What follows belongs to an exercise in optimizing a design on an open flow for small area, a short achievable clock period and few clock cycles per item; a production flow would make more cautious choices.
Where RTL was checked, it was by simulation tests only, not by an equivalence proof against the original.
Only the layout flow was run in run 1; the RTL was not checked for function there.
Power and IR drop assume default switching activity.

## flow/design.v (module list and top-level ports; edited modules follow where they fit)
// module dot_product_sequential: 12665 lines
module dot_product_sequential #(
    parameter WIDTH = 16,
    parameter N = 8
)(
    input  wire clk,
    input  wire rst_n,
    input  wire input_valid,
    output reg  input_ready,
    input  wire [(WIDTH*N)-1:0] A_vec,
    input  wire [(WIDTH*N)-1:0] B_vec,
    output reg  [(2*WIDTH + $clog2(N)) - 1 : 0] result,
    output reg  output_valid
);
  // ...
==> flow/flow/run.sh <==
#!/bin/bash
# Own layout flow: the standard layout with these changes.
#  Synthesis (the standard flow's script, two changes):
#  1. Yosys's "synth -run fine:" runs with -noabc, so the explicit full-adder tree of the RTL reaches
#     extract_fa intact (abc -fast scrambles its polarity and extract_fa then pads it with inverters).
#  2. extract_fa extracts full adders only (-fa): the RTL's few half adders work on inverted bits,
#     and as ha cells they would need inverters on every pin.
#  Layout: the standard ORFS steps, with
#  - repair_timing asked for a setup margin (SETUP_SLACK_MARGIN), so that it sizes the critical
#    paths for a shorter period than the 15 ns clock (the SDC is the standard flow's, unchanged);
#  - every port still buffered, with a small buffer cell (BUFFER_PORTS_ARGS);
#  - optional power recovery (RECOVER_POWER) after global routing.
set -euo pipefail
MARGIN=${MARGIN:-10.8}
PORTBUF=${PORTBUF:-sky130_fd_sc_hd__buf_1}
RECOVER=${RECOVER:-0}
work=$(pwd)
sed 's/extract_fa {\*}\[dont_use_extract_fa_args\]/extract_fa -fa/' $FLOW_HOME/scripts/synth.tcl > flow_synth_body.tcl
grep -q 'extract_fa -fa$' flow_synth_body.tcl
sed -e 's/-nofsm -noshare/-nofsm -noshare -noabc/' \
    -e "s|source \$::env(SCRIPTS_DIR)/synth.tcl|source $work/flow_synth_body.tcl|" synth_recipe.tcl > flow_synth.tcl
grep -q -- '-noabc' flow_synth.tcl
grep -q flow_synth_body flow_synth.tcl
res=$work/orfs/results/$FLOW_PLATFORM/dot_product_sequential/base
bash standard.sh SYNTH_SCRIPT=$work/flow_synth.tcl $res/1_2_yosys.v > synth.log 2>&1
bash standard.sh SETUP_SLACK_MARGIN=$MARGIN "BUFFER_PORTS_ARGS=-buffer_cell $PORTBUF" \
  RECOVER_POWER=$RECOVER > layout.log 2>&1
==> flow/standard.sh <==
#!/bin/bash
# synth_recipe.tcl (not shown) runs the flow's synth.tcl, then flattens the netlist and writes it again
# the make line also repeats each setting of config.mk as NAME=value (left out here)
make -C /OpenROAD-flow-scripts/flow DESIGN_CONFIG=/design/flow/config.mk WORK_HOME=/design/flow/orfs CLKGATE_MAP_FILE= SYNTH_SCRIPT=/design/flow/synth_recipe.tcl "${@:-finish}"
==> flow/config.mk <==
export PLATFORM = sky130hd
export DESIGN_NAME = dot_product_sequential
export DESIGN_NICKNAME = dot_product_sequential
export VERILOG_FILES = /design/flow/design.v
export SDC_FILE = /design/flow/constraint.sdc
export NUM_CORES = 4
export LEC_CHECK = 0
export CAP_MARGIN = 20
export CORE_MARGIN = 2
export CORE_UTILIZATION = 65
export SLEW_MARGIN = 20
==> flow/constraint.sdc <==
create_clock -name core_clock -period 15.0 [get_ports {clk}]
set_input_delay 3.0000 -clock core_clock [delete_from_list [all_inputs] [get_ports {clk}]]
set_output_delay 3.0000 -clock core_clock [all_outputs]
set_load 0.01 [all_outputs]
==> metrics list, run 1 <==
- Timing analysis after detailed placement gives a worst setup slack of 10.31 ns.
- Clock Tree Buf Depth: 3
* Number of top-level design ports: 296
- Worst Path Max Fanout: 16
- The worst register-to-register path ends at s0[124].
- Hold timing on the final database bottoms out at a slack of 0.3226 ns.
- Share of power burned in combinational logic: 0.718
- Critical path startpoint category: flop
- Post-route insts no fill: about 6.7k
- The largest share of the power goes to combinational logic.
* Share of cell area taken by multi-input logic gates: 0.7356
- Utilization after layout: 0.6983
- In this run the clock root is driven by a clkbuf_16.
* Worst setup path endpoint: s0[124]
* Seq cells post-synth: roughly 570
- The flow ran to the end and the layout has no timing, DRC or antenna violations.
- The synthesized netlist contains 65 unique library cells.
- Period minus WS final: between 4 and 5 ns
- Number of tap instances: 1,276
- Reported clock group power: roughly 1.7 mW
- Non-clock buffers, area share: 0.02761
- Based on the critical path, the design can be clocked at up to 233.2 MHz.
- Flip-flop and latch power: 2.87 mW
- The fraction of final cell area spent on clock buffers and inverters in this run is 0.03248.
- Family of cells with the greatest summed delay on the critical path: adder cells
- The number of hold violations in the final report was 0.
- Combinational gate power: ~12 mW
* Clock insertion delay at the later pin of the skew report: just under 0.7 ns
* Most used cells in the layout excluding fill and tap cells: 2,074 x nand2_1, 1,960 x fa_1, 389 x dfxtp_1, 292 x buf_1, 109 x dfxtp_4
* Register fraction of the total cell area: 0.1781
- The number of multi-input combinational cells in the layout is approximately 4.3k.
==> run 2: changes to the inputs <==
--- a/flow/design.v
+++ b/flow/design.v
@@ -12396,270 +12396,103 @@
             input_ready  <= 1'b1;
             vpipe <= {vpipe[1:0], input_valid & input_ready};
             output_valid <= vpipe[2];
         end
     end
     wire [34:0] g0 = ~(ra | rb);
     wire [34:0] p0 = ra ^ rb;
     wire gl1_1 = g0[1] | (p0[1] & g0[0]);
-    wire gl1_2 = g0[2] | (p0[2] & g0[1]);
-    wire pl1_2 = p0[2] & p0[1];
+    wire pl1_1 = p0[1] & p0[0];
     wire gl1_3 = g0[3] | (p0[3] & g0[2]);
     wire pl1_3 = p0[3] & p0[2];
-    wire gl1_4 = g0[4] | (p0[4] & g0[3]);
-    wire pl1_4 = p0[4] & p0[3];
     wire gl1_5 = g0[5] | (p0[5] & g0[4]);
     wire pl1_5 = p0[5] & p0[4];
-    wire gl1_6 = g0[6] | (p0[6] & g0[5]);
-    wire pl1_6 = p0[6] & p0[5];
     wire gl1_7 = g0[7] | (p0[7] & g0[6]);
     wire pl1_7 = p0[7] & p0[6];
-    wire gl1_8 = g0[8] | (p0[8] & g0[7]);
-    wire pl1_8 = p0[8] & p0[7];
     wire gl1_9 = g0[9] | (p0[9] & g0[8]);
     wire pl1_9 = p0[9] & p0[8];
-    wire gl1_10 = g0[10] | (p0[10] & g0[9]);
-    wire pl1_10 = p0[10] & p0[9];
     wire gl1_11 = g0[11] | (p0[11] & g0[10]);
     wire pl1_11 = p0[11] & p0[10];
-    wire gl1_12 = g0[12] | (p0[12] & g0[11]);
-    wire pl1_12 = p0[12] & p0[11];
     wire gl1_13 = g0[13] | (p0[13] & g0[12]);
     wire pl1_13 = p0[13] & p0[12];
-    wire gl1_14 = g0[14] | (p0[14] & g0[13]);
-    wire pl1_14 = p0[14] & p0[13];
     wire gl1_15 = g0[15] | (p0[15] & g0[14]);
     wire pl1_15 = p0[15] & p0[14];
-    wire gl1_16 = g0[16] | (p0[16] & g0[15]);
-    wire pl1_16 = p0[16] & p0[15];
     wire gl1_17 = g0[17] | (p0[17] & g0[16]);
     wire pl1_17 = p0[17] & p0[16];
-    wire gl1_18 = g0[18] | (p0[18] & g0[17]);
-    wire pl1_18 = p0[18] & p0[17];
     wire gl1_19 = g0[19] | (p0[19] & g0[18]);
     wire pl1_19 = p0[19] & p0[18];
-    wire gl1_20 = g0[20] | (p0[20] & g0[19]);
-    wire pl1_20 = p0[20] & p0[19];
     wire gl1_21 = g0[21] | (p0[21] & g0[20]);
     wire pl1_21 = p0[21] & p0[20];
-    wire gl1_22 = g0[22] | (p0[22] & g0[21]);
-    wire pl1_22 = p0[22] & p0[21];
     wire gl1_23 = g0[23] | (p0[23] & g0[22]);
     wire pl1_23 = p0[23] & p0[22];
-    wire gl1_24 = g0[24] | (p0[24] & g0[23]);
-    wire pl1_24 = p0[24] & p0[23];
     wire gl1_25 = g0[25] | (p0[25] & g0[24]);
     wire pl1_25 = p0[25] & p0[24];
-    wire gl1_26 = g0[26] | (p0[26] & g0[25]);
-    wire pl1_26 = p0[26] & p0[25];
     wire gl1_27 = g0[27] | (p0[27] & g0[26]);
     wire pl1_27 = p0[27] & p0[26];
-    wire gl1_28 = g0[28] | (p0[28] & g0[27]);
-    wire pl1_28 = p0[28] & p0[27];
     wire gl1_29 = g0[29] | (p0[29] & g0[28]);
     wire pl1_29 = p0[29] & p0[28];
-    wire gl1_30 = g0[30] | (p0[30] & g0[29]);
-    wire pl1_30 = p0[30] & p0[29];
     wire gl1_31 = g0[31] | (p0[31] & g0[30]);
     wire pl1_31 = p0[31] & p0[30];
-    wire gl1_32 = g0[32] | (p0[32] & g0[31]);
-    wire pl1_32 = p0[32] & p0[31];
     wire gl1_33 = g0[33] | (p0[33] & g0[32]);
     wire pl1_33 = p0[33] & p0[32];
-    wire gl1_34 = g0[34] | (p0[34] & g0[33]);
-    wire pl1_34 = p0[34] & p0[33];
-    wire gl2_2 = gl1_2 | (pl1_2 & g0[0]);
     wire gl2_3 = gl1_3 | (pl1_3 & gl1_1);
-    wire gl2_4 = gl1_4 | (pl1_4 & gl1_2);
-    wire pl2_4 = pl1_4 & pl1_2;
-    wire gl2_5 = gl1_5 | (pl1_5 & gl1_3);
-    wire pl2_5 = pl1_5 & pl1_3;
-    wire gl2_6 = gl1_6 | (pl1_6 & gl1_4);
-    wire pl2_6 = pl1_6 & pl1_4;
+    wire pl2_3 = pl1_3 & pl1_1;
     wire gl2_7 = gl1_7 | (pl1_7 & gl1_5);
     wire pl2_7 = pl1_7 & pl1_5;
-    wire gl2_8 = gl1_8 | (pl1_8 & gl1_6);
-    wire pl2_8 = pl1_8 & pl1_6;
-    wire gl2_9 = gl1_9 | (pl1_9 & gl1_7);
-    wire pl2_9 = pl1_9 & pl1_7;
-    wire gl2_10 = gl1_10 | (pl1_10 & gl1_8);
-    wire pl2_10 = pl1_10 & pl1_8;
     wire gl2_11 = gl1_11 | (pl1_11 & gl1_9);
     wire pl2_11 = pl1_11 & pl1_9;
-    wire gl2_12 = gl1_12 | (pl1_12 & gl1_10);
-    wire pl2_12 = pl1_12 & pl1_10;
-    wire gl2_13 = gl1_13 | (pl1_13 & gl1_11);
-    wire pl2_13 = pl1_13 & pl1_11;
-    wire gl2_14 = gl1_14 | (pl1_14 & gl1_12);
-    wire pl2_14 = pl1_14 & pl1_12;
     wire gl2_15 = gl1_15 | (pl1_15 & gl1_13);
     wire pl2_15 = pl1_15 & pl1_13;
-    wire gl2_16 = gl1_16 | (pl1_16 & gl1_14);
-    wire pl2_16 = pl1_16 & pl1_14;
-    wire gl2_17 = gl1_17 | (pl1_17 & gl1_15);
-    wire pl2_17 = pl1_17 & pl1_15;
-    wire gl2_18 = gl1_18 | (pl1_18 & gl1_16);
-    wire pl2_18 = pl1_18 & pl1_16;
     wire gl2_19 = gl1_19 | (pl1_19 & gl1_17);
     wire pl2_19 = pl1_19 & pl1_17;
-    wire gl2_20 = gl1_20 | (pl1_20 & gl1_18);
-    wire pl2_20 = pl1_20 & pl1_18;
-    wire gl2_21 = gl1_21 | (pl1_21 & gl1_19);
-    wire pl2_21 = pl1_21 & pl1_19;
-    wire gl2_22 = gl1_22 | (pl1_22 & gl1_20);
-    wire pl2_22 = pl1_22 & pl1_20;
     wire gl2_23 = gl1_23 | (pl1_23 & gl1_21);
     wire pl2_23 = pl1_23 & pl1_21;
-    wire gl2_24 = gl1_24 | (pl1_24 & gl1_22);
-    wire pl2_24 = pl1_24 & pl1_22;
-    wire gl2_25 = gl1_25 | (pl1_25 & gl1_23);
-    wire pl2_25 = pl1_25 & pl1_23;
-    wire gl2_26 = gl1_26 | (pl1_26 & gl1_24);
-    wire pl2_26 = pl1_26 & pl1_24;
     wire gl2_27 = gl1_27 | (pl1_27 & gl1_25);
     wire pl2_27 = pl1_27 & pl1_25;
-    wire gl2_28 = gl1_28 | (pl1_28 & gl1_26);
-    wire pl2_28 = pl1_28 & pl1_26;
-    wire gl2_29 = gl1_29 | (pl1_29 & gl1_27);
-    wire pl2_29 = pl1_29 & pl1_27;
-    wire gl2_30 = gl1_30 | (pl1_30 & gl1_28);
-    wire pl2_30 = pl1_30 & pl1_28;
     wire gl2_31 = gl1_31 | (pl1_31 & gl1_29);
     wire pl2_31 = pl1_31 & pl1_29;
-    wire gl2_32 = gl1_32 | (pl1_32 & gl1_30);
-    wire pl2_32 = pl1_32 & pl1_30;
-    wire gl2_33 = gl1_33 | (pl1_33 & gl1_31);
-    wire pl2_33 = pl1_33 & pl1_31;
-    wire gl2_34 = gl1_34 | (pl1_34 & gl1_32);
-    wire pl2_34 = pl1_34 & pl1_32;
-    wire gl3_4 = gl2_4 | (pl2_4 & g0[0]);
-    wire gl3_5 = gl2_5 | (pl2_5 & gl1_1);
-    wire gl3_6 = gl2_6 | (pl2_6 & gl2_2);
     wire gl3_7 = gl2_7 | (pl2_7 & gl2_3);
-    wire gl3_8 = gl2_8 | (pl2_8 & gl2_4);
-    wire pl3_8 = pl2_8 & pl2_4;
-    wire gl3_9 = gl2_9 | (pl2_9 & gl2_5);
-    wire pl3_9 = pl2_9 & pl2_5;
-    wire gl3_10 = gl2_10 | (pl2_10 & gl2_6);
-    wire pl3_10 = pl2_10 & pl2_6;
-    wire gl3_11 = gl2_11 | (pl2_11 & gl2_7);
-    wire pl3_11 = pl2_11 & pl2_7;
-    wire gl3_12 = gl2_12 | (pl2_12 & gl2_8);
-    wire pl3_12 = pl2_12 & pl2_8;
-    wire gl3_13 = gl2_13 | (pl2_13 & gl2_9);
-    wire pl3_13 = pl2_13 & pl2_9;
-    wire gl3_14 = gl2_14 | (pl2_14 & gl2_10);
-    wire pl3_14 = pl2_14 & pl2_10;
+    wire pl3_7 = pl2_7 & pl2_3;
     wire gl3_15 = gl2_15 | (pl2_15 & gl2_11);
     wire pl3_15 = pl2_15 & pl2_11;
-    wire gl3_16 = gl2_16 | (pl2_16 & gl2_12);
-    wire pl3_16 = pl2_16 & pl2_12;
-    wire gl3_17 = gl2_17 | (pl2_17 & gl2_13);
-    wire pl3_17 = pl2_17 & pl2_13;
-    wire gl3_18 = gl2_18 | (pl2_18 & gl2_14);
-    wire pl3_18 = pl2_18 & pl2_14;
-    wire gl3_19 = gl2_19 | (pl2_19 & gl2_15);
-    wire pl3_19 = pl2_19 & pl2_15;
-    wire gl3_20 = gl2_20 | (pl2_20 & gl2_16);
-    wire pl3_20 = pl2_20 & pl2_16;
-    wire gl3_21 = gl2_21 | (pl2_21 & gl2_17);
-    wire pl3_21 = pl2_21 & pl2_17;
-    wire gl3_22 = gl2_22 | (pl2_22 & gl2_18);
-    wire pl3_22 = pl2_22 & pl2_18;
     wire gl3_23 = gl2_23 | (pl2_23 & gl2_19);
     wire pl3_23 = pl2_23 & pl2_19;
-    wire gl3_24 = gl2_24 | (pl2_24 & gl2_20);
-    wire pl3_24 = pl2_24 & pl2_20;
-    wire gl3_25 = gl2_25 | (pl2_25 & gl2_21);
-    wire pl3_25 = pl2_25 & pl2_21;
-    wire gl3_26 = gl2_26 | (pl2_26 & gl2_22);
-    wire pl3_26 = pl2_26 & pl2_22;
-    wire gl3_27 = gl2_27 | (pl2_27 & gl2_23);
-    wire pl3_27 = pl2_27 & pl2_23;
-    wire gl3_28 = gl2_28 | (pl2_28 & gl2_24);
-    wire pl3_28 = pl2_28 & pl2_24;
-    wire gl3_29 = gl2_29 | (pl2_29 & gl2_25);
-    wire pl3_29 = pl2_29 & pl2_25;
-    wire gl3_30 = gl2_30 | (pl2_30 & gl2_26);
-    wire pl3_30 = pl2_30 & pl2_26;
     wire gl3_31 = gl2_31 | (pl2_31 & gl2_27);
     wire pl3_31 = pl2_31 & pl2_27;
-    wire gl3_32 = gl2_32 | (pl2_32 & gl2_28);
-    wire pl3_32 = pl2_32 & pl2_28;
-    wire gl3_33 = gl2_33 | (pl2_33 & gl2_29);
-    wire pl3_33 = pl2_33 & pl2_29;
-    wire gl3_34 = gl2_34 | (pl2_34 & gl2_30);
-    wire pl3_34 = pl2_34 & pl2_30;
-    wire gl4_8 = gl3_8 | (pl3_8 & g0[0]);
-    wire gl4_9 = gl3_9 | (pl3_9 & gl1_1);
-    wire gl4_10 = gl3_10 | (pl3_10 & gl2_2);
-    wire gl4_11 = gl3_11 | (pl3_11 & gl2_3);
-    wire gl4_12 = gl3_12 | (pl3_12 & gl3_4);
-    wire gl4_13 = gl3_13 | (pl3_13 & gl3_5);
-    wire gl4_14 = gl3_14 | (pl3_14 & gl3_6);
     wire gl4_15 = gl3_15 | (pl3_15 & gl3_7);
-    wire gl4_16 = gl3_16 | (pl3_16 & gl3_8);
-    wire pl4_16 = pl3_16 & pl3_8;
-    wire gl4_17 = gl3_17 | (pl3_17 & gl3_9);
-    wire pl4_17 = pl3_17 & pl3_9;
-    wire gl4_18 = gl3_18 | (pl3_18 & gl3_10);
-    wire pl4_18 = pl3_18 & pl3_10;
-    wire gl4_19 = gl3_19 | (pl3_19 & gl3_11);
-    wire pl4_19 = pl3_19 & pl3_11;
-    wire gl4_20 = gl3_20 | (pl3_20 & gl3_12);
-    wire pl4_20 = pl3_20 & pl3_12;
-    wire gl4_21 = gl3_21 | (pl3_21 & gl3_13);
-    wire pl4_21 = pl3_21 & pl3_13;
-    wire gl4_22 = gl3_22 | (pl3_22 & gl3_14);
-    wire pl4_22 = pl3_22 & pl3_14;
-    wire gl4_23 = gl3_23 | (pl3_23 & gl3_15);
-    wire pl4_23 = pl3_23 & pl3_15;
-    wire gl4_24 = gl3_24 | (pl3_24 & gl3_16);
-    wire pl4_24 = pl3_24 & pl3_16;
-    wire gl4_25 = gl3_25 | (pl3_25 & gl3_17);
-    wire pl4_25 = pl3_25 & pl3_17;
-    wire gl4_26 = gl3_26 | (pl3_26 & gl3_18);
-    wire pl4_26 = pl3_26 & pl3_18;
-    wire gl4_27 = gl3_27 | (pl3_27 & gl3_19);
-    wire pl4_27 = pl3_27 & pl3_19;
-    wire gl4_28 = gl3_28 | (pl3_28 & gl3_20);
-    wire pl4_28 = pl3_28 & pl3_20;
-    wire gl4_29 = gl3_29 | (pl3_29 & gl3_21);
-    wire pl4_29 = pl3_29 & pl3_21;
-    wire gl4_30 = gl3_30 | (pl3_30 & gl3_22);
-    wire pl4_30 = pl3_30 & pl3_22;
+    wire pl4_15 = pl3_15 & pl3_7;
     wire gl4_31 = gl3_31 | (pl3_31 & gl3_23);
     wire pl4_31 = pl3_31 & pl3_23;
-    wire gl4_32 = gl3_32 | (pl3_32 & gl3_24);
-    wire pl4_32 = pl3_32 & pl3_24;
-    wire gl4_33 = gl3_33 | (pl3_33 & gl3_25);
-    wire pl4_33 = pl3_33 & pl3_25;
-    wire gl4_34 = gl3_34 | (pl3_34 & gl3_26);
-    wire pl4_34 = pl3_34 & pl3_26;
-    wire gl5_16 = gl4_16 | (pl4_16 & g0[0]);
-    wire gl5_17 = gl4_17 | (pl4_17 & gl1_1);
-    wire gl5_18 = gl4_18 | (pl4_18 & gl2_2);
-    wire gl5_19 = gl4_19 | (pl4_19 & gl2_3);
-    wire gl5_20 = gl4_20 | (pl4_20 & gl3_4);
-    wire gl5_21 = gl4_21 | (pl4_21 & gl3_5);
-    wire gl5_22 = gl4_22 | (pl4_22 & gl3_6);
-    wire gl5_23 = gl4_23 | (pl4_23 & gl3_7);
-    wire gl5_24 = gl4_24 | (pl4_24 & gl4_8);
-    wire gl5_25 = gl4_25 | (pl4_25 & gl4_9);
-    wire gl5_26 = gl4_26 | (pl4_26 & gl4_10);
-    wire gl5_27 = gl4_27 | (pl4_27 & gl4_11);
-    wire gl5_28 = gl4_28 | (pl4_28 & gl4_12);
-    wire gl5_29 = gl4_29 | (pl4_29 & gl4_13);
-    wire gl5_30 = gl4_30 | (pl4_30 & gl4_14);
     wire gl5_31 = gl4_31 | (pl4_31 & gl4_15);
-    wire gl5_32 = gl4_32 | (pl4_32 & gl4_16);
-    wire pl5_32 = pl4_32 & pl4_16;
-    wire gl5_33 = gl4_33 | (pl4_33 & gl4_17);
-    wire pl5_33 = pl4_33 & pl4_17;
-    wire gl5_34 = gl4_34 | (pl4_34 & gl4_18);
-    wire pl5_34 = pl4_34 & pl4_18;
-    wire gl6_32 = gl5_32 | (pl5_32 & g0[0]);
-    wire gl6_33 = gl5_33 | (pl5_33 & gl1_1);
-    wire gl6_34 = gl5_34 | (pl5_34 & gl2_2);
-    wire [34:0] cy = {gl6_33, gl6_32, gl5_31, gl5_30, gl5_29, gl5_28, gl5_27, gl5_26, gl5_25, gl5_24, gl5_23, gl5_22, gl5_21, gl5_20, gl5_19, gl5_18, gl5_17, gl5_16, gl4_15, gl4_14, gl4_13, gl4_12, gl4_11, gl4_10, gl4_9, gl4_8, gl3_7, gl3_6, gl3_5, gl3_4, gl2_3, gl2_2, gl1_1, g0[0], 1'b0};
+    wire pl5_31 = pl4_31 & pl4_15;
+    wire gl9_23 = gl3_23 | (pl3_23 & gl4_15);
+    wire gl10_11 = gl2_11 | (pl2_11 & gl3_7);
+    wire gl10_19 = gl2_19 | (pl2_19 & gl4_15);
+    wire gl10_27 = gl2_27 | (pl2_27 & gl9_23);
+    wire gl11_5 = gl1_5 | (pl1_5 & gl2_3);
+    wire gl11_9 = gl1_9 | (pl1_9 & gl3_7);
+    wire gl11_13 = gl1_13 | (pl1_13 & gl10_11);
+    wire gl11_17 = gl1_17 | (pl1_17 & gl4_15);
+    wire gl11_21 = gl1_21 | (pl1_21 & gl10_19);
+    wire gl11_25 = gl1_25 | (pl1_25 & gl9_23);
+    wire gl11_29 = gl1_29 | (pl1_29 & gl10_27);
+    wire gl11_33 = gl1_33 | (pl1_33 & gl5_31);
+    wire gl12_2 = g0[2] | (p0[2] & gl1_1);
+    wire gl12_4 = g0[4] | (p0[4] & gl2_3);
+    wire gl12_6 = g0[6] | (p0[6] & gl11_5);
+    wire gl12_8 = g0[8] | (p0[8] & gl3_7);
+    wire gl12_10 = g0[10] | (p0[10] & gl11_9);
+    wire gl12_12 = g0[12] | (p0[12] & gl10_11);
+    wire gl12_14 = g0[14] | (p0[14] & gl11_13);
+    wire gl12_16 = g0[16] | (p0[16] & gl4_15);
+    wire gl12_18 = g0[18] | (p0[18] & gl11_17);
+    wire gl12_20 = g0[20] | (p0[20] & gl10_19);
+    wire gl12_22 = g0[22] | (p0[22] & gl11_21);
+    wire gl12_24 = g0[24] | (p0[24] & gl9_23);
+    wire gl12_26 = g0[26] | (p0[26] & gl11_25);
+    wire gl12_28 = g0[28] | (p0[28] & gl10_27);
+    wire gl12_30 = g0[30] | (p0[30] & gl11_29);
+    wire gl12_32 = g0[32] | (p0[32] & gl5_31);
+    wire gl12_34 = g0[34] | (p0[34] & gl11_33);
+    wire [34:0] cy = {gl11_33, gl12_32, gl5_31, gl12_30, gl11_29, gl12_28, gl10_27, gl12_26, gl11_25, gl12_24, gl9_23, gl12_22, gl11_21, gl12_20, gl10_19, gl12_18, gl11_17, gl12_16, gl4_15, gl12_14, gl11_13, gl12_12, gl10_11, gl12_10, gl11_9, gl12_8, gl3_7, gl12_6, gl11_5, gl12_4, gl2_3, gl12_2, gl1_1, g0[0], 1'b0};
     always @(posedge clk) result <= p0 ^ cy;
 endmodule
==> run 2 against run 1 <==
Compared with the run above: sequential power fell by 1%; fmax rose by 0.56%; final area fell by 1.0%; die area fell by 0.70%; count of clock-buffer cells in the layout fell by 9; synthesized cell count fell by 1.5%; core utilization rose by 0.12 points; largest power group unchanged.
==> metrics list, run 2 <==
- The endpoint of the most critical register-to-register path was s0[35] (was s0[124]).
- Die W: 314.4 microns (was 315.5 microns)
- TritonCTS clock tree: yes (unchanged)
- Setup WS post-layout: 10.74 ns (was 10.71 ns)
* Per-instance average area after synthesis: 11.67 sq um (was 11.58 sq um)
* Share of the synthesized area in the top cell type: 0.6384 (was 0.6294)
- The largest area contributor in the synthesized netlist is fa_1 (unchanged).
- Period minus WS final: 4.264 ns (was 4.288 ns)
- Worst setup path endpoint: input_ready (was s0[124])
- The source of the worst register-to-register timing path is b_q[56] (was a_q[109]).
- Number of antenna violations at the first check in global routing: 13 (was 10)
- Synth cell count leaders: 2,061 x nand2_1, 1,997 x fa_1, 568 x dfxtp_1 (was 2,074 x nand2_1, 1,983 x fa_1, 568 x dfxtp_1)
- Clock skew after layout: 0.05254 ns (was 0.03119 ns)
* Multi-input gate area: 49,010 sq um (was 49,530 sq um)
- Most used cells in the layout excluding fill and tap cells: 2,061 x nand2_1, 1,981 x fa_1, 375 x dfxtp_1, 271 x buf_1, 106 x dfxtp_4 (was 2,074 x nand2_1, 1,960 x fa_1, 389 x dfxtp_1, 292 x buf_1, 109 x dfxtp_4)
- Post-synth EDFFs: 0 (unchanged)
- Max-cap violation count: 0 (unchanged)
* Avg WL per Cell: 40.56 microns (was 41.07 microns)
- The die area was 98,850 sq um (was 99,540 sq um).
* Largest register by flop count: s0 (unchanged)
* Number of buffer and inverter instances along the worst setup path: 1 (was 0)
* Most common cell in the netlist: nand2_1 (unchanged)
- The total I/O pin count was 296 (unchanged).
* Seq cells post-synth: 573 (unchanged)
- The total power is 16.28 mW (was 16.21 mW).
* Worst stage delay on the critical path: 0.39 ns (was 0.75 ns)
- Worst-Margin Slew: 1.234 ns (was 0.9056 ns)
- The maximum achievable frequency is 234.5 MHz (was 233.2 MHz).
- Largest registers in the final layout: s0: 212 flops, a_q: 128 flops, b_q: 128 flops (unchanged).
- Vias in the first global route: 49.49k (was 51.08k)
- Sequential cell area fraction in the yosys report: 0.1836 (was 0.1823)
- The maximum count of clock buffers along a single path came to 3 (unchanged).
- The tightest slew margin relative to the limit was 0.1721 (was 0.3956).
- The cell type group with the largest total delay on the critical path is flip-flops (was adder cells).
- Power per standard cell area: 244.2 nW/um^2 (was 240.7 nW/um^2)
- Synthesized netlist cell count: 5,368 (was 5,448)
- The DRC violation count after routing was 0 (unchanged).
- The net count after synthesis came to 7,624 (was 7,690).
* Type of element capturing the critical path: output pin (was flop)
- Origin of the worst setup path: input_ready (was a_q[109])
- Dominant cells by area after synthesis: fa_1 64%, dfxtp_1 18%, nand2_1 12% (was fa_1 63%, dfxtp_1 18%, nand2_1 12%).
* FFs w/ async S/R, synth: 0.008726 (unchanged)
- Outcome: complete, no violations (unchanged).
- The post-layout utilization of the core was 0.6995 (was 0.6983).
- HP Class: reg -> reg (unchanged)
- DR pass1 iterations: 15 (was 9)
* H-tree levels: 2 (was 3)
- The effective utilization at floorplan came to 0.6572 (was 0.6541).
- Critical path, cell by cell: clkbuf_2 (was nand2_1, fa_1, fa_1, fa_1, fa_1, fa_1, fa_1).
- The count of nets after finishing was 7,537 (was 7,616).
- Wire length of the first global-routing pass: 371,300 microns (was 384,300 microns)
- The clock-pin slew of the registers on the worst-case setup and hold paths is 0.06 ns (about the same).
* Floorplan row count: 113 (was 114)
* Number of post-CTS setup repair buffers: 0 (unchanged)
- The post-synthesis cell area is 62,630 sq um (was 63,070 sq um).
* Most common library cell in the layout ignoring fill and taps: nand2_1 (unchanged)
- The master of the slowest instance on the critical path is dfrtp_1 (was dfxtp_2).
- Pre-CTS setup slack: 10.31 ns (about the same)
- Leakage dissipation: 22.93 nW (was 23.02 nW)
* Max FFs per register: 212 (unchanged)
- CTS Sinks: 573 (unchanged)
- Global placer's final weighted congestion: 1.125 (was 1.123)
- Via count of the routed design: 46.18k (was 47.52k)
* Worst IR Drop VDD: 210.7 uV (was 262.4 uV)
- The sequential standard cell area came to 12,000 sq um (was 11,990 sq um).
- The worst path arrival time was 1.26 ns (was 4.87 ns).
- Critical path start-end classification: reg -> out (was reg -> reg)
- The core outline area is 95,290 sq um (was 96,420 sq um).
* Total track usage: 0.5613 (was 0.5799)
- The sum of negative setup slack is 0 ns (unchanged).
- The port buffer count is 295 (unchanged).
* R2R depth: 8 (was 7)
- Hold Crit Depth: 0 (unchanged)
* Worst Path Max Fanout: 2 (was 16)
- The number of filler instances in the final layout is 6,786 (was 7,093).
- The critical path depth in cells came to 1 (was 7).
- The nature of the critical path startpoint was a flop (unchanged).
- The number of hold-repair buffers added at the cts stage came to 0 (unchanged).
- Cts bufs inserted: 61 (was 66)
- The number of setup violations in the final report is 0 (unchanged).
- The number of max-slew violations in the final report was 0 (unchanged).
- Maximum number of pins on one net before global-route repair: 18 (was 17)
- RSZ-0062 raised after global routing: true (unchanged).
- Height of the die: 314.4 microns (was 315.5 microns)
- The data required time at the worst endpoint is 12.00 ns (was 15.58 ns).
* Most used flip-flop cell after synthesis: dfxtp_1 (unchanged)
- Total wirelength of the detailed-routed design: 267,800 microns (was 275,400 microns)
- Flop-to-flop setup slack: 10.74 ns (was 10.71 ns)
- Vias per cell: 6.993 (was 7.085)
- Total count of hold-check failures in the final report: 0 (unchanged)
- The initial DRC count came to 7,884 (was 8,015).
- The synthesis-to-finish area growth was 6.437% (was 6.759%).
* Clk root buf: clkbuf_16 (unchanged)
- Clock insertion delay at the later pin of the skew report: 0.74 ns (was 0.69 ns)
- The post-DP HPWL was 213,700 microns (was 211,800 microns).
- Distinct cell type count after synthesis: 44 (was 65)
* Final antenna-violating net count: 0 (unchanged)
* GRT overflow: 0 (unchanged)
- Yosys synthesis warning count: 1 (unchanged)
- Layout cells sized above 1: 0.08141 (was 0.08097)
- Fraction of the cycle the final worst path needs: 0.2843 (was 0.2859)
## run 2: changes by cell type in the layout (fill, tap and decap cells not counted), moves of 8 or more
| cell | change |
|---|---|
| buf_1 | -21 |
| buf_2 | +12 |
| buf_6 | -8 |
| clkbuf_2 | +9 |
| dfxtp_1 | -14 |
| dfxtp_2 | +17 |
| fa_1 | +21 |
| inv_1 | +24 |
| nand2_1 | -13 |
| nor2_1 | -10 |
| xor2_1 | -16 |
## run 2: final cells by class
cell class / count / share of cell area
multi-input combinational: 4220 / 0.7353
sequential: 573 / 0.1801
timing repair buffer: 362 / 0.02506
clock buffer: 74 / 0.02438
tap: 1265 / 0.02374
clock inverter: 39 / 0.007621
inverter: 63 / 0.003548
antenna: 8 / 0.0003003
## run 2: kinds of logic (layout without fill, tap and decap cells)
logic type / count (synthesis) / in the layout / share of synthesized area
and+or+nand+nor: 2106 / 2106 / 0.1280
adders and majority gates: 2004 / 2004 / 0.6395
buffers and inverters: 575 / 538 / 0.03446
DFF: 573 / 573 / 0.1836
xor gates and xnor gates: 63 / 63 / 0.008811
AOI/OAI and AO/OA: 46 / 46 / 0.005574
other: 1 / 9 / 0.00005988
## run 2: worst min-delay path by stage
stage          start  slack (ns)     to
5_1_grt        s0[4]        0.33  s1[4]
6_report       s0[4]        0.33  s1[4]
4_1_cts        s0[4]        0.33  s1[4]
3_3_place_gp   s0[3]        0.31  s1[3]
3_5_place_dp   s0[1]        0.31  s1[1]
2_1_floorplan  s0[0]        0.31  s1[0]
## run 2: per-stage QoR
stage	std cells	instance area, sq um	hold slack (ns)
CTS	6596	66320	0.3268
global placement	6483	63900	0.3107
floorplan	5368	62630	0.3096
detailed placement	6483	63900	0.3121
global route	6596	66640	0.3327
finish	6604	66660	0.3269
## run 2: per-layer routing
layer  global-route usage  wire length, microns
met3               0.4076                 57560
met2               0.7337                103900
met4               0.2997                 20920
met5               0.1842                  2661
met1               0.6615                 82830
## run 2: what timing repair did
item                                    in CTS  in global routing
pin swaps                                    0                  1
gates resized for setup                    212                134
endpoints found under the setup margin     192                135
## run 2: power breakdown
part	switching, mW	total, mW	internal (mW)
Combinational	6.86	11.8	4.94
Sequential	0.509	2.83	2.32
Clock	0.736	1.64	0.909
Total	8.10	16.3	8.18
Testbench counts of run 2, summed over its fixed seeds: cycles 1,624, items 1,600.
==> run 3: changes to the inputs <==
--- a/flow/flow/run.sh
+++ b/flow/flow/run.sh
@@ -13,3 +13,3 @@
 set -euo pipefail
-MARGIN=${MARGIN:-10.8}
+MARGIN=${MARGIN:-10.6}
 PORTBUF=${PORTBUF:-sky130_fd_sc_hd__buf_1}
--- a/flow/config.mk
+++ b/flow/config.mk
@@ -10,2 +10,4 @@
 export CORE_UTILIZATION = 65
+export CTS_CLUSTER_DIAMETER = 100
+export CTS_CLUSTER_SIZE = 22
 export SLEW_MARGIN = 20
==> run 3 against run 2 <==
Compared with the run above: critical path type is now reg -> reg; highest routed layer unchanged; clock power down 32%; core utilization down 1.4 points; largest power group unchanged; first-iteration DRC count down 7.0%; sequential power about the same.
==> metrics list, run 3 <==
- Outcome: complete, no violations (unchanged).
- Critical Path Most Common Cell: fa_1
- The total routing usage reported by global routing was 0.5540 (was 0.5613).
* DR pass1 iterations: 13 (was 15)
* Iter 0 DRT Violations: 7,331 (was 7,884)
- Flop-to-flop setup slack: 10.50 ns (was 10.74 ns)
* Total wirelength of the detailed-routed design: 265,100 microns (was 267,800 microns)
- Wire length of the first global-routing pass: 366,900 microns (was 371,300 microns)
* Worst IR Drop VDD: 220.6 uV (was 210.7 uV)
- The maximum count of clock buffers along a single path is 3 (unchanged).
- The worst hold margin was 0.3319 ns (was 0.3269 ns).
* Floorplan row count: 113 (unchanged)
- The number of storage elements in the synthesis netlist is 573 (unchanged).
* Number of setup violations in the final report: 0 (unchanged)
* Number of top-level design ports: 296 (unchanged)
- Fraction of the cycle the final worst path needs: 0.3002 (was 0.2843)
* Final slew viol count: 0 (unchanged)
- Port bufs: 295 (unchanged)
- The remaining number of nets flagged by the antenna check after routing was 0 (unchanged).
- The clock-pin slew of the registers on the worst-case setup and hold paths is 0.09 ns (was 0.06 ns).
- The kind of critical path is reg -> reg (was reg -> out).
* H-tree levels: 2 (unchanged)
* Data arrival, critical path: 5.04 ns (was 1.26 ns)
- The largest fanout of any net on the critical path was 16 (was 2).
- Largest registers in the final layout: s0: 212 flops, a_q: 128 flops, b_q: 128 flops (unchanged).
- The start point of the critical path is a_q[73] (was input_ready).
* Dominant cells by area after synthesis: fa_1 64%, dfxtp_1 18%, nand2_1 12% (unchanged)
* Die W: 314.4 microns (unchanged)
* Std-Cell Core Area: 95,290 sq um (unchanged)
- Post-CTS Hold Buffers: 0 (unchanged)
- The sink count of the clock tree is 573 (unchanged).
- The number of enable flip-flop cells after synthesis was 0 (unchanged).
- The routing usage on met1 came to 0.6521 (was 0.6615).
* Global-route met3 utilization: 0.4207 (was 0.4076)
* Most used cells in the layout excluding fill and tap cells: 2,061 x nand2_1, 1,996 x fa_1, 404 x dfxtp_1, 295 x buf_1, 163 x dfxtp_2 (was 2,061 x nand2_1, 1,981 x fa_1, 375 x dfxtp_1, 271 x buf_1, 106 x dfxtp_4)
- The clock tree skew after final layout is 0.06183 ns (was 0.05254 ns).
- The die span in y was 314.4 microns (unchanged).
- The data required time at the worst endpoint came to 15.54 ns (was 12.00 ns).
- The actual slew at the worst max-slew pin was 1.024 ns (was 1.234 ns).
* Per-instance average area after synthesis: 11.67 sq um (unchanged)
- The area share of the largest cell type after synthesis is 0.6384 (unchanged).
- Clk root buf: clkbuf_16 (unchanged)
- The register containing the most flip-flops in the final layout was s0 (unchanged).
* Max FFs per register: 212 (unchanged)
- The largest area contributor in the synthesized netlist is fa_1 (unchanged).
- The via count normalized by instance count is 6.998 (was 6.993).
- Hold EP: s1[1] (was s1[4])
- The post-DP HPWL came to 213,700 microns (unchanged).
- Sum of internal, switching and leakage power: 15.66 mW (was 16.28 mW)
- The number of hold violations in the final report came to 0 (unchanged).
* GR met2 Demand/Resource: 0.7243 (was 0.7337)
* Hold Crit Depth: 0 (unchanged)
- GR peak layer: met2 (unchanged)
* Critical path, cell by cell: nand2_1, fa_1, fa_1, fa_1, fa_1, fa_1, fa_1 (was clkbuf_2)
* Worst reg2reg path startpoint: a_q[73] (was b_q[56])
- The clock tree from TritonCTS is yes (unchanged).
- The total of warnings raised by yosys is 1 (unchanged).
- The per-cell routed wire length is 40.50 microns (was 40.56 microns).
* Clock insertion delay at the later pin of the skew report: 0.68 ns (was 0.74 ns)
* Critical path startpoint category: flop (unchanged)
- The sequential-to-total area share from yosys stat was 0.1836 (unchanged).
- The number of global-route vias before repair was 48.65k (was 49.49k).
* Period minus WS final: 4.504 ns (was 4.264 ns)
- DRC viols: 0 (unchanged)
* Slew HR: 0.3167 (was 0.1721)
- RSZ-0062 raised after global routing: false (was true)
* Most used flip-flop cell after synthesis: dfxtp_1 (unchanged)
- The start point of the worst hold path was s0[1] (was s0[4]).
- The power per cell area was 239.9 nW/um^2 (was 244.2 nW/um^2).
* Worst stage delay on the critical path: 0.89 ns (was 0.39 ns)
- The post-synthesis cell area is 62,630 sq um (unchanged).
* Highest Clock Rate: 222.1 MHz (was 234.5 MHz)
* Area overhead of the layout relative to synthesis: 4.269% (was 6.437%)
* Global placer's final weighted congestion: 1.125 (unchanged)
* FF+latch area: 11,700 sq um (was 12,000 sq um)
* Cts bufs inserted: 37 (was 61)
- The die area was 98,850 sq um (unchanged).
- HP Class: reg -> reg (unchanged)
- The number of max-cap violations was 0 (unchanged).
* Number of post-CTS setup repair buffers: 0 (unchanged)
* Number of antenna violations at the first check in global routing: 15 (was 13)
- The proportion of layout cells with a drive suffix above 1 came to 0.05936 (was 0.08141).
- The distinct cell type count of the synthesized netlist is 44 (unchanged).
- Synth cell count leaders: 2,061 x nand2_1, 1,997 x fa_1, 568 x dfxtp_1 (unchanged)
* Net count reported at finish: 7,513 (was 7,537)
- The maximum number of pins on one net before global-route repair was 24 (was 18).
- Slowest-stage cell, CP: fa_1 (was dfrtp_1)
- Most common library cell in the layout ignoring fill and taps: nand2_1 (unchanged)
- Synthesized netlist cell count: 5,368 (unchanged)
* R2R depth: 7 (was 8)
- The sum of negative setup slack came to 0 ns (unchanged).
- Initial cell density of the core: 0.6572 (unchanged)
- FFs w/ async S/R, synth: 0.008726 (unchanged)
* Via count of the routed design: 45.81k (was 46.18k)
- The type of destination of the critical path was a flop (was output pin).
- The number of filler instances in the final layout is 7,024 (was 6,786).
* GRT overflow: 0 (unchanged)
- Syn nets: 7,624 (unchanged)
- Leakage dissipation: 22.35 nW (was 22.93 nW)
- Critical R2R Capture: s0[184] (was s0[35])
- The area used by multi-input combinational logic came to 48,980 sq um (was 49,010 sq um).
- Most common cell in the netlist: nand2_1 (unchanged)
run 3: how the worst max path moves through the flow:
stage,endpoint,slack (ns),cells after the start
final,s0[184],10.50,7
after detailed placement,s0[132],10.31,7
after global routing,s0[90],10.58,7
after global placement,s0[132],10.29,7
after CTS,s0[184],10.59,7
after floorplan,s0[134],11.05,9
run 3: kinds of logic after synthesis:
family / synth area share
AND/OR/NAND/NOR: 0.1280
adder cells (fa/ha/maj): 0.6395
buffers and inverters: 0.03446
flip-flops: 0.1836
XOR/XNOR: 0.008811
AO/OA/AOI/OAI: 0.005574
other: 0.00005988
run 3: timing repair:
item                                    4_1_cts  5_1_grt
endpoints found under the setup margin      123      128
resized for setup                            79       86
pin swaps                                     0        0
run 3: critical path, delay by kind of cell, from the launching register on:
kind | cells | cell delay, ns
adders and majority gates | 6 | 3.43
DFF | 1 | 0.74
and+or+nand+nor | 1 | 0.18
run 3: layout make-up:
class	count	area share
timing repair buffer	362	0.02466
multi-input combinational	4220	0.7500
clock inverter	12	0.003027
clock buffer	43	0.01483
sequential	573	0.1792
antenna	9	0.0003449
tap	1265	0.02424
inverter	63	0.003621
run 3: stage by stage:
| stage | cells | utilization | area, sq um | setup WS [ns] |
|---|---|---|---|---|
| after detailed placement | 6483 | 0.6705 | 63900 | 10.31 |
| after CTS | 6538 | 0.6838 | 65160 | 10.59 |
| final | 6547 | 0.6853 | 65300 | 10.50 |
| after floorplan | 5368 | - | 62630 | 11.05 |
| after global placement | 6483 | 0.6705 | 63900 | 10.29 |
| after global routing | 6539 | 0.6850 | 65280 | 10.58 |
run 3: power breakdown:
group          leakage, nW  internal (mW)  switching, mW
sequential            4.85           2.33          0.500
combinational         16.9           4.89           6.83
clock                0.569          0.500          0.614
total                 22.4           7.72           7.94
run 3: per-layer routing:
layer	routed length, microns	share of wire
met3	57960	0.22
met5	1760	0.0066
met4	20400	0.077
met2	102400	0.39
met1	82620	0.31
==> run 4: changes to the inputs <==
--- a/flow/flow/run.sh
+++ b/flow/flow/run.sh
@@ -13,3 +13,3 @@
 set -euo pipefail
-MARGIN=${MARGIN:-10.6}
+MARGIN=${MARGIN:-10.8}
 PORTBUF=${PORTBUF:-sky130_fd_sc_hd__buf_1}
--- a/flow/config.mk
+++ b/flow/config.mk
@@ -9,3 +9,3 @@
 export CORE_MARGIN = 2
-export CORE_UTILIZATION = 65
+export CORE_UTILIZATION = 70
 export CTS_CLUSTER_DIAMETER = 100
==> run 4 against run 3 <==
Compared with the run above: still clean on timing, DRC and antenna; sequential power about the same; core utilization increased by 5.7 points; via count increased by 5.1%; sequential share of layout area increased by 0.30 points; critical path type unchanged; largest cell class unchanged; largest power group unchanged; highest routed layer unchanged.
==> metrics list, run 4 <==
- Clock insertion delay at the later pin of the skew report: 0.70 ns (was 0.68 ns)
- Final slew viol count: 0 (unchanged)
- The routed via count came to 48.17k (was 45.81k).
- Type of element capturing the critical path: flop (unchanged)
- The complex-gate fraction of the synthesized area was 0.005574 (unchanged).
* Clk root buf: clkbuf_16 (unchanged)
- Total track usage: 0.6104 (was 0.5540)
* CTS Sinks: 573 (unchanged)
- Highest Clock Rate: 230.6 MHz (was 222.1 MHz)
* Iter 0 DRT Violations: 9,034 (was 7,331)
- The die area came to 91,880 sq um (was 98,850 sq um).
* Area share of and/or/nand/nor cells after synthesis: 0.1280 (unchanged)
* Net count reported at finish: 7,531 (was 7,513)
- Xor and xnor area share after synthesis: 0.008811 (unchanged)
- Most common cell in the netlist: nand2_1 (unchanged)
- H-tree levels: 2 (unchanged)
* Global placer's final weighted congestion: 1.162 (was 1.125)
- Std-Cell Core Area: 88,510 sq um (was 95,290 sq um)
- The power per cell area came to 237.2 nW/um^2 (was 239.9 nW/um^2).
- The tightest slew margin relative to the limit came to 0.4517 (was 0.3167).
- The flip-flop count of the largest register, all copies and words added is 212 (unchanged).
* Sequential cell area fraction in the yosys report: 0.1836 (unchanged)
- The mean instance size in the synthesized netlist was 11.67 sq um (unchanged).
- Distinct cell type count after synthesis: 44 (unchanged)
- GRT overflow: 0 (unchanged)
- Worst-Margin Slew: 0.8223 ns (was 1.024 ns)
- Dominant cells by area after synthesis: fa_1 64%, dfxtp_1 18%, nand2_1 12% (unchanged)
- The master of the slowest instance on the critical path is dfxtp_2 (was fa_1).
- Number of post-CTS setup repair buffers: 0 (unchanged)
* Initial cell density of the core: 0.7076 (was 0.6572)
* Synthesized netlist cell count: 5,368 (unchanged)
* DRC viols: 0 (unchanged)
- Most common library cell in the layout ignoring fill and taps: nand2_1 (unchanged)
- Most used cells in the layout excluding fill and tap cells: 2,061 x nand2_1, 1,977 x fa_1, 397 x dfxtp_1, 293 x buf_1, 103 x dfxtp_4 (was 2,061 x nand2_1, 1,996 x fa_1, 404 x dfxtp_1, 295 x buf_1, 163 x dfxtp_2)
* Detailed placement HPWL: 208,800 microns (was 213,700 microns)
- Share of the synthesized area in the top cell type: 0.6384 (unchanged)
* Layout cells sized above 1: 0.06752 (was 0.05936)
- Critical path start-end classification: reg -> reg (unchanged)
* Post-CTS Hold Buffers: 0 (unchanged)
- Seq cells post-synth: 573 (unchanged)
- The net count after synthesis came to 7,624 (unchanged).
* Number of setup violations in the final report: 0 (unchanged)
- The worst path arrival time was 4.87 ns (was 5.04 ns).
- The proportion of synthesized area in mux cells is 0 (unchanged).
* Worst-path clk slew: 0.09 ns (about the same)
* Outcome: complete, no violations (unchanged)
- DR pass1 iterations: 17 (was 13)
- The maximum number of pins on one net before global-route repair is 24 (unchanged).
- Vias per cell: 7.444 (was 6.998)
- The post-route fraction of the period consumed by the critical path was 0.2891 (was 0.3002).
* Post-synth EDFFs: 0 (unchanged)
- The total I/O pin count is 296 (unchanged).
* Cell area after synthesis: 62,630 sq um (unchanged)
- Number of buffer and inverter instances along the worst setup path: 0 (unchanged)
- The delay contributed by the slowest stage of the critical path came to 0.70 ns (was 0.89 ns).
- The async set or reset register ratio after synthesis is 0.008726 (unchanged).
* Fin Setup TNS: 0 ns (unchanged)
- The wire length of the first global-routing pass came to 373,600 microns (was 366,900 microns).
- The number of antenna violations at the first check in global routing came to 19 (was 15).
- Port bufs: 295 (unchanged)
- The fraction of the mapped netlist area in adder cells is 0.6395 (unchanged).
- Clock skew after layout: 0.07276 ns (was 0.06183 ns)
- The number of buffers created by CTS is 36 (was 37).
- RSZ-0062 raised after global routing: true (was false).
- The total of warnings raised by yosys is 1 (unchanged).
- The remaining number of nets flagged by the antenna check after routing came to 0 (unchanged).
- Critical path, cell by cell: nand2_1, fa_1, fa_1, fa_1, fa_1, fa_1, fa_1 (unchanged)
- The cell type group with the largest total delay on the critical path was adder cells (unchanged).
- WP data required: 15.53 ns (was 15.54 ns)
* Area overhead of the layout relative to synthesis: 4.853% (was 4.269%)
- TritonCTS clock tree: yes (unchanged)
- The per-cell routed wire length is 41.68 microns (was 40.50 microns).
* Period minus WS final: 4.337 ns (was 4.504 ns)
- Synth cell count leaders: 2,061 x nand2_1, 1,997 x fa_1, 568 x dfxtp_1 (unchanged).
* HP Class: reg -> reg (unchanged)
- Die W: 303.1 microns (was 314.4 microns)
- Clock Tree Buf Depth: 3 (unchanged)
- Leakage dissipation: 22.47 nW (was 22.35 nW)
- Floorplan row count: 109 (was 113)
* Vias in the first global route: 50.78k (was 48.65k)
* Largest register by flop count: s0 (unchanged)
- Library cell occupying the most area in the post-synthesis netlist: fa_1 (unchanged)
- The main combinational cell family by area after synthesis was adder cells (unchanged).
- Worst IR Drop VDD: 321.7 uV (was 220.6 uV)
- Total wirelength of the detailed-routed design: 269,700 microns (was 265,100 microns)
- Largest registers in the final layout: s0: 212 flops, a_q: 128 flops, b_q: 128 flops (unchanged).
- Critical Path Most Common Cell: fa_1 (unchanged)
- Worst Path Max Fanout: 16 (unchanged)
- Total count of hold-check failures in the final report: 0 (unchanged)
* Height of the die: 303.1 microns (was 314.4 microns)
- The number of max-cap violations was 0 (unchanged).
- The post-layout utilization of the core came to 0.7419 (was 0.6853).
- The nature of the critical path startpoint was a flop (unchanged).
* Most used flip-flop cell after synthesis: dfxtp_1 (unchanged)
==> run 4: changes by cell type in the layout (fill, tap and decap cells not counted), moves of 2 or more <==
cell,before,now
dfxtp_4,1,103
fa_1,1996,1977
clkbuf_2,0,2
buf_1,295,293
buf_4,67,65
diode_2,9,19
dfxtp_1,404,397
fa_2,1,20
dfxtp_2,163,68
buf_6,0,19
clkbuf_1,4,2
==> run 4: where the power goes <==
part           total, mW  internal, mW  switching, mW
Clock               1.07         0.464          0.602
Combinational       11.7          4.90           6.79
Sequential          2.81          2.32          0.491
Total               15.6          7.69           7.89
==> run 4: timing repair <==
| action | in CTS | in global routing |
|---|---|---|
| gates resized for setup | 191 | 123 |
| setup endpoints to repair | 179 | 100 |
| cloned | 0 | 0 |
==> run 4: kinds of logic (layout without fill, tap and decap cells) <==
kind of cell | Yosys count | in the layout
compound gates | 46 | 46
xor+xnor | 63 | 63
fa+ha+maj | 2004 | 2004
buf+inv | 575 | 494
flops | 573 | 573
other cells | 1 | 20
simple gates | 2106 | 2106
==> run 4: through the flow <==
stage          total power, mW  area, sq um  hold WS, ns  setup WS, ns  instances
2_1_floorplan            8.968        62630       0.3096         11.05       5368
6_report                 15.57        65670       0.3329         10.66       6471
3_5_place_dp             13.72        63920       0.3121         10.35       6402
4_1_cts                  14.83        65290       0.3336         10.78       6452
5_1_grt                  16.19        65640       0.3430         10.76       6459
3_3_place_gp             13.21        63920       0.3120         10.28       6402
==> run 4: worst paths after layout <==
path | from | end | slack, ns | cells after the start
min in group asynchronous | rst_n | vpipe[2] | 2.14 | 1
max in group asynchronous | rst_n | vpipe[1] | 12.63 | 1
setup / recovery | a_q[77] | s0[196] | 10.66 | 7
hold / removal | s0[4] | s1[4] | 0.33 | 0
hold reg to reg | s0[4] | s1[4] | 0.33 | 0
setup reg to reg | a_q[77] | s0[196] | 10.66 | 7
==> run 4: layout make-up <==
cell class,count,area (sq um)
Multi-Input combinational cell,4220,49030
Fill cell,5833,22850
Sequential cell,573,11970
Timing Repair Buffer,381,1841
Tap cell,1165,1458
Clock buffer,39,922.1
Inverter,63,236.5
Clock inverter,11,167.7
Antenna cell,19,47.55
==> run 4: per-layer routing <==
layer / share of wire / track usage / up-vias
met4: 0.11 / 0.4212 / 96
met2: 0.38 / 0.7833 / 6211
met3: 0.22 / 0.4633 / 2326
met1: 0.29 / 0.6740 / 24020
met5: 0.012 / 0.2396 / -
li1: - / - / 15520
==> run 5: changes to the inputs <==
--- a/flow/config.mk
+++ b/flow/config.mk
@@ -9,3 +9,3 @@
 export CORE_MARGIN = 2
-export CORE_UTILIZATION = 70
+export CORE_UTILIZATION = 65
 export CTS_CLUSTER_DIAMETER = 100
@@ -13 +13,2 @@
 export SLEW_MARGIN = 20
+export TNS_END_PERCENT = 5
==> run 5 against run 4 <==
Compared with the run above: combinational power about the same; fmax rose by 0.68%; non-clock buffer count down 19; sequential share of layout area fell by 0.063 points; synthesized cell count did not move; critical endpoint is now s0[184].
==> metrics list, run 5 <==
* Outcome: complete, no violations (unchanged)
* Worst setup path endpoint: s0[184] (was s0[196])
- The switching power of the nets was 7.947 mW (was 7.887 mW).
- Leakage dissipation: 22.38 nW (was 22.47 nW)
- FF+latch area: 11,910 sq um (was 11,970 sq um)
- Sequential cell area fraction in the yosys report: 0.1836 (unchanged)
* Period minus WS final: 4.307 ns (was 4.337 ns)
* Fin Setup TNS: 0 ns (unchanged)
- The number of cells on the worst reg-to-reg path came to 7 (unchanged).
- Worst reg2reg path startpoint: b_q[93] (was a_q[77])
- The post-route fraction of the period consumed by the critical path came to 0.2872 (was 0.2891).
- Flop-to-flop setup slack: 10.69 ns (was 10.66 ns)
- The maximum achievable frequency was 232.2 MHz (was 230.6 MHz).
- Dominant cells by area after synthesis: fa_1 64%, dfxtp_1 18%, nand2_1 12% (unchanged).
- Most used cells in the layout excluding fill and tap cells: 2,061 x nand2_1, 1,985 x fa_1, 378 x dfxtp_1, 295 x buf_1, 121 x dfxtp_2 (was 2,061 x nand2_1, 1,977 x fa_1, 397 x dfxtp_1, 293 x buf_1, 103 x dfxtp_4)
* Vias in the first global route: 48.75k (was 50.78k)
- The number of iterations in the first detailed-routing pass was 12 (was 17).
- Vias per cell: 7.055 (was 7.444)
- Post-CTS Hold Buffers: 0 (unchanged)
- The leading cell type by number of instances after synthesis is nand2_1 (unchanged).
* Number of antenna violations at the first check in global routing: 17 (was 19)
- Cts bufs inserted: 37 (was 36)
* Number of setup violations in the final report: 0 (unchanged)
- The core outline area was 95,290 sq um (was 88,510 sq um).
* Height of the die: 314.4 microns (was 303.1 microns)
* Max-cap violation count: 0 (unchanged)
- Power per standard cell area: 239.1 nW/um^2 (was 237.2 nW/um^2)
- Detailed placement HPWL: 213,700 microns (was 208,800 microns)
- The worst min-delay path class is reg -> reg (unchanged).
* DRC viols: 0 (unchanged)
- Layout cells sized above 1: 0.06638 (was 0.06752)
* Clock insertion delay at the later pin of the skew report: 0.69 ns (was 0.70 ns)
* Per-instance average area after synthesis: 11.67 sq um (unchanged)
* Total count of hold-check failures in the final report: 0 (unchanged)
* Slew HR: 0.4610 (was 0.4517)
- The most common library cell in the layout ignoring fill and taps was nand2_1 (unchanged).
- The total instance count after detailed placement is 6,483 (was 6,402).
- Switching power share of the total: 0.5070 (was 0.5064)
- The kind of critical path is reg -> reg (unchanged).
* Portion of total power attributed to the clock network: 0.071 (was 0.068)
- The total setup buffers inserted after CTS is 0 (unchanged).
- Floorplan row count: 113 (was 109)
- Total track usage: 0.5553 (was 0.6104)
- Data arrival, critical path: 4.84 ns (was 4.87 ns)
- Area overhead of the layout relative to synthesis: 4.677% (was 4.853%)
* Share of the synthesized area in the top cell type: 0.6384 (unchanged)
* Worst-Margin Slew: 0.8011 ns (was 0.8223 ns)
* Type of element capturing the critical path: flop (unchanged)
* Yosys synthesis warning count: 1 (unchanged)
- Worst IR Drop VDD: 217.8 uV (was 321.7 uV)
- The data required time at the worst endpoint came to 15.53 ns (about the same).
* Final antenna-violating net count: 0 (unchanged)
- The flip-flop cell with the highest count after synthesis is dfxtp_1 (unchanged).
- Initial cell density of the core: 0.6572 (was 0.7076)
- Maximum number of pins on one net before global-route repair: 24 (unchanged)
- The area used by multi-input combinational logic is 49,010 sq um (was 49,030 sq um).
- Clock skew after layout: 0.06109 ns (was 0.07276 ns)
* Quantity of gates resized following cts: 173 (was 191)
- The number of storage elements in the synthesis netlist was 573 (unchanged).
- The endpoint of the most critical register-to-register path is s0[184] (was s0[196]).
* Via count of the routed design: 46.22k (was 48.17k)
* Origin of the worst setup path: b_q[93] (was a_q[77])
- TritonCTS clock tree: yes (unchanged)
* Largest registers in the final layout: s0: 212 flops, a_q: 128 flops, b_q: 128 flops (unchanged)
- CTS Sinks: 573 (unchanged)
* Die footprint: 98,850 sq um (was 91,880 sq um)
- The H-tree depth was 2 (unchanged).
* Worst-path clk slew: 0.09 ns (about the same)
* Synthesized netlist cell count: 5,368 (unchanged)
* Wire length of the first global-routing pass: 367,600 microns (was 373,600 microns)
- Net count reported at finish: 7,513 (was 7,531)
- The clock tree root buffer cell is clkbuf_16 (unchanged).
- The per-cell routed wire length was 40.55 microns (was 41.68 microns).
- The initial DRC count came to 7,722 (was 9,034).
* Internal Pwr Total: 7.729 mW (was 7.687 mW)
* Final slew viol count: 0 (unchanged)
- Largest register by flop count: s0 (unchanged)
* FFs w/ async S/R, synth: 0.008726 (unchanged)
- The maximum count of clock buffers along a single path was 3 (unchanged).
- Library cell occupying the most area in the post-synthesis netlist: fa_1 (unchanged)
- The total congestion overflow after global routing is 0 (unchanged).
- Post-route insts no fill: 6,551 (was 6,471)
- The combinational fraction of design power was 0.749 (was 0.751).
- The port buffer count is 295 (unchanged).
- The net count after synthesis came to 7,624 (unchanged).
- Utilization after layout: 0.6879 (was 0.7419)
* Number of top-level design ports: 296 (unchanged)
* Post-synth EDFFs: 0 (unchanged)
- The routability congestion estimate from global placement was 1.125 (was 1.162).
* Number of inserted filler cells in the final layout: 6,978 (was 5,833)
- The largest fanout of any net on the critical path is 16 (unchanged).
* Max FFs per register: 212 (unchanged)
* RSZ-0062 raised after global routing: true (unchanged)
- Sequential Power Share: 0.180 (about the same)
* Total wirelength of the detailed-routed design: 265,600 microns (was 269,700 microns)
* Critical path startpoint category: flop (unchanged)
- The horizontal die dimension is 314.4 microns (was 303.1 microns).
- Distinct cell type count after synthesis: 44 (unchanged)
- Synth cell count leaders: 2,061 x nand2_1, 1,997 x fa_1, 568 x dfxtp_1 (unchanged).
- The post-synthesis cell area came to 62,630 sq um (unchanged).
[run 5: logic make-up (layout without fill, tap and decap cells)]
family	after synthesis	count (layout)	synth area share
other	1	14	0.00005988
adder cells (fa/ha/maj)	2004	2004	0.6395
AO/OA/AOI/OAI	46	46	0.005574
AND/OR/NAND/NOR	2106	2106	0.1280
flip-flops	573	573	0.1836
buffers and inverters	575	480	0.03446
XOR/XNOR	63	63	0.008811
[run 5: final cells by class]
cell class | instances | area share
timing repair buffer | 362 | 0.02479
tap | 1265 | 0.02414
clock inverter | 12 | 0.003016
sequential | 573 | 0.1816
multi-input combinational | 4220 | 0.7475
antenna | 13 | 0.0004962
clock buffer | 43 | 0.01477
inverter | 63 | 0.003607
[run 5: per-layer routing]
metal  GRT usage  vias to the layer above  wire (microns)
li1            -                    15480               -
met1      0.6556                    23820           82760
met2      0.7233                     5357          102900
met3      0.4146                     1506           57150
met4      0.2825                       54           19930
met5      0.1750                        -            2928
[run 5: critical path, stage by stage (launching register included)]
cell,delay (ns)
dfxtp_2,0.68
nand2_1,0.15
fa_1,0.67
fa_1,0.65
fa_1,0.54
fa_1,0.42
fa_1,0.61
fa_1,0.42
[run 5: how the worst min path moves through the flow]
stage / from / end / cells past startpoint
after floorplan: s0[0] / s1[0] / 0
after global placement: s0[3] / s1[3] / 0
after detailed placement: s0[1] / s1[1] / 0
after CTS: s0[1] / s1[1] / 0
after global routing: s0[1] / s1[1] / 0
final: s0[1] / s1[1] / 0
[run 5: power groups by stage]
| stage | Combinational, mW | Sequential, mW | Clock, mW |
|---|---|---|---|
| after global placement | 10.7 | 2.81 | 0 |
| final | 11.7 | 2.82 | 1.12 |
| after CTS | 11.1 | 2.81 | 1.12 |
| after detailed placement | 11.0 | 2.84 | 0 |
| after global routing | 12.3 | 2.86 | 1.17 |
| after floorplan | 6.38 | 2.59 | 0 |
[run 5: metrics by stage]
step | area (sq um) | worst slack [ns] | hold slack [ns] | power, mW
4_1_cts | 65290 | 10.73 | 0.3313 | 15.01
5_1_grt | 65530 | 10.76 | 0.3385 | 16.38
2_1_floorplan | 62630 | 11.05 | 0.3096 | 8.968
3_3_place_gp | 63900 | 10.29 | 0.3107 | 13.50
6_report | 65560 | 10.69 | 0.3321 | 15.68
3_5_place_dp | 63900 | 10.31 | 0.3121 | 13.88
==> run 6: changes to the inputs <==
--- a/flow/config.mk
+++ b/flow/config.mk
@@ -12,3 +12,3 @@
 export CTS_CLUSTER_SIZE = 22
+export GPL_ROUTABILITY_DRIVEN = 0
 export SLEW_MARGIN = 20
-export TNS_END_PERCENT = 5
==> run 6 against run 5 <==
Compared with the run above: wire length shrank 2.6%; die area did not move; still clean on timing, DRC and antenna; flip-flop and latch count is the same; clock skew shrank 0.0093 ns; critical path type unchanged; combinational power fell by 3%; count of clock-buffer cells in the layout down 4; synthesized area stayed put.
==> metrics list, run 6 <==
* Critical path, cell by cell: nand2_1, fa_1, fa_1, fa_1, fa_1, fa_1, fa_1 (unchanged)
- Vias per cell: 7.001 (was 7.055)
- Number of setup violations in the final report: 0 (unchanged)
- The master of the slowest instance on the critical path was fa_1 (was dfxtp_2).
- The die span in y is 314.4 microns (unchanged).
* Seq cells post-synth: 573 (unchanged)
- Detailed placement HPWL: 208,800 microns (was 213,700 microns)
- Number of cells on the critical path: 7 (unchanged)
* Period minus WS final: 4.279 ns (was 4.307 ns)
* Maximum number of pins on one net before global-route repair: 24 (unchanged)
* R2R depth: 7 (unchanged)
* Critical path start-end classification: reg -> reg (unchanged)
- The sum of negative setup slack is 0 ns (unchanged).
- Switching power share of the total: 0.5028 (was 0.5070)
- Initial cell density of the core: 0.6572 (unchanged)
* Worst stage delay on the critical path: 0.88 ns (was 0.68 ns)
- The number of iterations in the first detailed-routing pass was 12 (unchanged).
* Final antenna-violating net count: 0 (unchanged)
* Post-synth EDFFs: 0 (unchanged)
- Share of the synthesized area in the top cell type: 0.6384 (unchanged)
* Cell area after layout: 65,600 sq um (was 65,560 sq um)
* Number of buffer and inverter instances along the worst setup path: 0 (unchanged)
- The largest area contributor in the synthesized netlist is fa_1 (unchanged).
- The number of buffers created by CTS came to 36 (was 37).
- Most used cells in the layout excluding fill and tap cells: 2,061 x nand2_1, 1,978 x fa_1, 376 x dfxtp_1, 295 x buf_1, 111 x dfxtp_4 (was 2,061 x nand2_1, 1,985 x fa_1, 378 x dfxtp_1, 295 x buf_1, 121 x dfxtp_2).
- The count of nets after finishing is 7,510 (was 7,513).
- The flip-flop cell with the highest count after synthesis is dfxtp_1 (unchanged).
- The cell type group with the largest total delay on the critical path is adder cells (unchanged).
* Die footprint: 98,850 sq um (unchanged)
- WP data required: 15.58 ns (was 15.53 ns)
- Vias in the first global route: 48.20k (was 48.75k)
- The worst min-delay path class is reg -> reg (unchanged).
* Clock Tree Buf Depth: 3 (unchanged)
* Max-cap violation count: 0 (unchanged)
- Outcome: complete, no violations (unchanged).
* Total track usage: 0.5427 (was 0.5553)
- The post-route fraction of the period consumed by the critical path is 0.2852 (was 0.2872).
- The worst path arrival time was 4.86 ns (was 4.84 ns).
* Portion of total power attributed to the clock network: 0.072 (was 0.071)
- The most used routing layer in global routing is met2 (unchanged).
* Slew HR: 0.3696 (was 0.4610)
- The net count after synthesis was 7,624 (unchanged).
* Max FFs per register: 212 (unchanged)
* Avg WL per Cell: 39.56 microns (was 40.55 microns)
- The horizontal die dimension is 314.4 microns (unchanged).
* Total wirelength of the detailed-routed design: 258,800 microns (was 265,600 microns)
- Startpoint of the lowest-slack hold path: s0[2] (was s0[1])
- The clock tree root buffer cell is clkbuf_16 (unchanged).
- Dominant cells by area after synthesis: fa_1 64%, dfxtp_1 18%, nand2_1 12% (unchanged)
* TritonCTS clock tree: yes (unchanged)
- Area overhead of the layout relative to synthesis: 4.753% (was 4.677%)
- Distinct cell type count after synthesis: 44 (unchanged)
- Wire length of the first global-routing pass: 360,300 microns (was 367,600 microns)
- Met1 Use GR: 0.6467 (was 0.6556)
- The number of max-slew violations in the final report was 0 (unchanged).
- Number of inserted filler cells in the final layout: 7,153 (was 6,978)
- The total setup buffers inserted after CTS was 0 (unchanged).
- RSZ-0062 raised after global routing: true (unchanged).
- DRC viols: 0 (unchanged)
* CTS Sinks: 573 (unchanged)
- Cell area after synthesis: 62,630 sq um (unchanged)
- The clock tree skew after final layout came to 0.05180 ns (was 0.06109 ns).
* Critical Path Most Common Cell: fa_1 (unchanged)
- Floorplan row count: 113 (unchanged)
* Largest registers in the final layout: s0: 212 flops, a_q: 128 flops, b_q: 128 flops (unchanged)
- The initial DRC count is 7,676 (was 7,722).
- The nature of the critical path startpoint is a flop (unchanged).
- The power per cell area was 232.5 nW/um^2 (was 239.1 nW/um^2).
- Sum of internal, switching and leakage power: 15.25 mW (was 15.68 mW)
* Sequential cell area fraction in the yosys report: 0.1836 (unchanged)
* Worst IR Drop VDD: 266.1 uV (was 217.8 uV)
==> run 6: cell counts after synthesis <==
Identical to the previous run, type by type.
==> run 6: per-layer routing <==
metal  vias to the layer above  wire (microns)
met3                      1439           58130
met1                     23450           80140
li1                      15460               -
met2                      5375           97740
met4                        80           19690
met5                         -            3082
==> run 6: logic make-up after synthesis <==
group           synth area share
buf+inv                  0.03446
compound gates          0.005574
other cells           0.00005988
xor+xnor                0.008811
simple gates              0.1280
fa+ha+maj                 0.6395
flops                     0.1836
==> run 6: area by class of cell <==
| class | instances | area, sq um | area share |
|---|---|---|---|
| clock inverters | 10 | 172.7 | 0.002632 |
| inverters | 63 | 236.5 | 0.003605 |
| flip-flops and latches | 573 | 12010 | 0.1831 |
| multi-input cells | 4220 | 49020 | 0.7472 |
| clock buffers | 39 | 933.4 | 0.01423 |
| well taps | 1265 | 1583 | 0.02413 |
| diodes | 12 | 30.03 | 0.0004577 |
| repair buffers | 360 | 1614 | 0.02460 |
==> run 6: repair_timing <==
| item | CTS | global route |
|---|---|---|
| hold buffers | 0 | 0 |
| cloned | 0 | 0 |
| resized for setup | 198 | 127 |
| setup endpoints to repair | 174 | 102 |
==> run 6: power groups by stage <==
stage               clock network (mW)  logic [mW]  registers [mW]
floorplan                            0        6.38            2.59
global placement                     0        10.3            2.83
detailed placement                   0        10.7            2.84
CTS                               1.10        10.7            2.81
global route                      1.15        12.1            2.86
finish                            1.09        11.3            2.83
==> run 6: final timing paths <==
check                            to  slack (ns)
max                          s0[70]       10.72
min                           s1[2]        0.33
max reg2reg                  s0[70]       10.72
min reg2reg                   s1[2]        0.33
max in group asynchronous  vpipe[0]       12.64
min in group asynchronous  vpipe[2]        2.16
==> run 6: per-stage QoR <==
| stage | setup slack, ns | hold WS (ns) | instances |
|---|---|---|---|
| after floorplan | 11.05 | 0.3096 | 5368 |
| after global placement | 10.46 | 0.3099 | 6480 |
| after detailed placement | 10.43 | 0.3132 | 6481 |
| after CTS | 10.74 | 0.3241 | 6530 |
| after global routing | 10.75 | 0.3315 | 6533 |
| final | 10.72 | 0.3268 | 6542 |
